This is an optimization exercise on Yosys and OpenROAD, whose aim is small area, not a production implementation. In this exercise RTL edits were held to simulation tests only and were not proved equivalent to the original. Power and IR drop assume default switching activity.

## toeplitz_p
module toeplitz_p #(
 parameter BS = 64,
 parameter N = 256,
 parameter L = 128,
 parameter WIDTH = 8
)
(
input wire clk,
input wire reset,
input wire [WIDTH-1:0] data,
output reg [L-1:0] q,
output reg qstrobe  
);
localparam NG = L/WIDTH;  
reg [NG-1:0] j;
wire first = ~j[0] & ~j[NG-1];          
wire last = j[NG-1] & ~j[NG-2];         
wire late = j[NG-1] & ~j[0];            
wire clr_n = ~(first | reset);
logic [WIDTH-1:0] d;
always_comb
  for (int k = 0; k < WIDTH; k++)
    d[k] = data[WIDTH-1-k] & ~reset;
logic [3*NG-1:0] sel;
always_comb
  for (int a = 0; a < NG; a++) begin
    sel[3*a] = ~j[a] & ~late;
    sel[3*a+1] = j[a];
    sel[3*a+2] = ~j[a] & late;
  end
reg [L-1:0] y;
wire [L-1:0] yrot = {y[L-WIDTH-1:0], y[L-1:L-WIDTH]};
wire [L-1:0] ynew;
readrc #(.N(N), .L(L), .WIDTH(WIDTH)) readrc_inst(.d, .sel, .yrot, .clr_n, .ynew);
always @(posedge clk) begin
  y <= ynew;
  if (reset || last)
    q <= ynew;
  qstrobe <= last & ~reset;
  j <= reset ? '0 : {j[NG-2:0], ~j[NG-1]};
end
endmodule
Size in the first run: ~920 cells after synthesis, roughly 140 I/O pins, roughly 12000 µm² of cells after synthesis.
export LEC_CHECK = 0
export ABC_AREA = 0
export CAP_MARGIN = 20
export CORE_MARGIN = 2
export CORE_UTILIZATION = 50
export GPL_TIMING_DRIVEN = 0
export SLEW_MARGIN = 20
export SYNTH_HIERARCHICAL = 1
create_clock -name core_clock -period 5.0 [get_ports {clk}]
standard.sh (not shown) runs the stock make flow with config.mk's settings and CLKGATE_MAP_FILE= SYNTH_SCRIPT=/design/flow/synth_recipe.tcl, a recipe that flattens the netlist after the stock synthesis.
==> flow/flow/run.sh <==
#!/bin/bash
# The standard layout, with two changes that only pick smaller cells:
# the port buffers are buf_1, and clock tree synthesis uses clkbuf_4 in clusters of up to 9 sinks
# without dummy loads. make's full output goes to flow.log here; each
# tool's own log is under orfs/logs/.
set -euo pipefail
export BUFFER_PORTS_ARGS="-buffer_cell sky130_fd_sc_hd__buf_1"
export CTS_ARGS="-sink_clustering_enable -repair_clock_nets -dont_use_dummy_load -buf_list sky130_fd_sc_hd__clkbuf_4 -sink_clustering_size 9 -sink_clustering_max_diameter 60"
bash standard.sh finish > flow.log 2>&1
The first run reached the layout checks and failed them: setup timing.
Next try:
==> flow/flow/run.sh (replaced) <==
#!/bin/bash
# The standard layout, with changes that only pick smaller cells:
# the port buffers are buf_1; clock tree synthesis uses clkbuf_4 in
# clusters of up to 8 sinks, without dummy loads; and after the
# placement's design repair, gates with slack to spare are sized down
# (recover.tcl). make's full output goes to flow.log here; each tool's
# own log is under orfs/logs/.
set -euo pipefail
here=$(cd "$(dirname "$0")" && pwd)
export BUFFER_PORTS_ARGS="-buffer_cell sky130_fd_sc_hd__buf_1"
export CTS_ARGS="-sink_clustering_enable -repair_clock_nets -dont_use_dummy_load -buf_list sky130_fd_sc_hd__clkbuf_4 -sink_clustering_size 8 -sink_clustering_max_diameter 60"
export POST_RESIZE_TCL="$here/recover.tcl"
bash standard.sh finish > flow.log 2>&1
==> flow/flow/recover.tcl (new file) <==
# Run after the placement's design repair (POST_RESIZE hook): size down
# the gates that have timing slack to spare, to recover area.
estimate_parasitics -placement
repair_timing -recover_power 100
Settings changed: CORE_UTILIZATION 50 to 70, GPL_TIMING_DRIVEN 0 to 1.
This time the run finished with timing, DRC and antenna clean. Fmax goes up by about a fifth. Non-clock buffer count goes up by 20. Hold slack is worse by 0.0056 ns. Total power goes up slightly. Clock skew goes up by 0.025 ns. Clock-buffer cell count goes up by 4. Core utilization goes up by 21 points. Final area goes down by a few percent. First-iteration DRC count goes up by a quarter to a third. Routed wire length goes up by a few percent.
Next try:
==> flow/flow/run.sh (replaced) <==
#!/bin/bash
# The standard layout, with two changes that only pick smaller cells:
# the port buffers are buf_1, and clock tree synthesis uses clkbuf_4 in clusters of up to 9 sinks
# without dummy loads. make's full output goes to flow.log here; each
# tool's own log is under orfs/logs/.
set -euo pipefail
export BUFFER_PORTS_ARGS="-buffer_cell sky130_fd_sc_hd__buf_1"
export CTS_ARGS="-sink_clustering_enable -repair_clock_nets -dont_use_dummy_load -buf_list sky130_fd_sc_hd__clkbuf_4 -sink_clustering_size 9 -sink_clustering_max_diameter 60"
bash standard.sh finish > flow.log 2>&1
removed: flow/flow/recover.tcl
Count of clock-buffer cells in the layout decreases by 4.
Wire length barely changes.
Sequential power stays flat.
Via count decreases by 0.66%.
Core utilization increases by 0.33 points.
Flip-flop and latch count is unchanged.
Global-route usage increases by 0.11 points.

-- separate check: timing with driven ports --
The results above use ideal ports. As a check the final layouts listed here were re-extracted and re-timed, cells and wires unchanged.
Step 1: set_driving_cell puts a clkbuf_16 on clk and a buf_2 on each other input, an assumption about the parent block.
Step 2 also shifts input and output timing later by t, the mid clock arrival at the registers, as if the neighbouring blocks saw the same clock.
Three values: ideal, step 1, step 2; two values: the first two.
| run | shift t [ns] | setup slack, ns | slew at the worst register clock pin (ns) |
|---|---|---|---|
| the first run | 0.661 | -0.039 / -0.024 / -0.686 | 0.12 / 0.12 |
| the second run | 0.683 | 0.825 / 0.838 / 0.154 | 0.11 / 0.11 |
| the third run | 0.671 | 1.255 / 1.264 / 0.592 | 0.11 / 0.11 |
The setup slack of the second run, which loses most, moves by +0.013 ns with the drivers and by -0.671 ns with both steps.
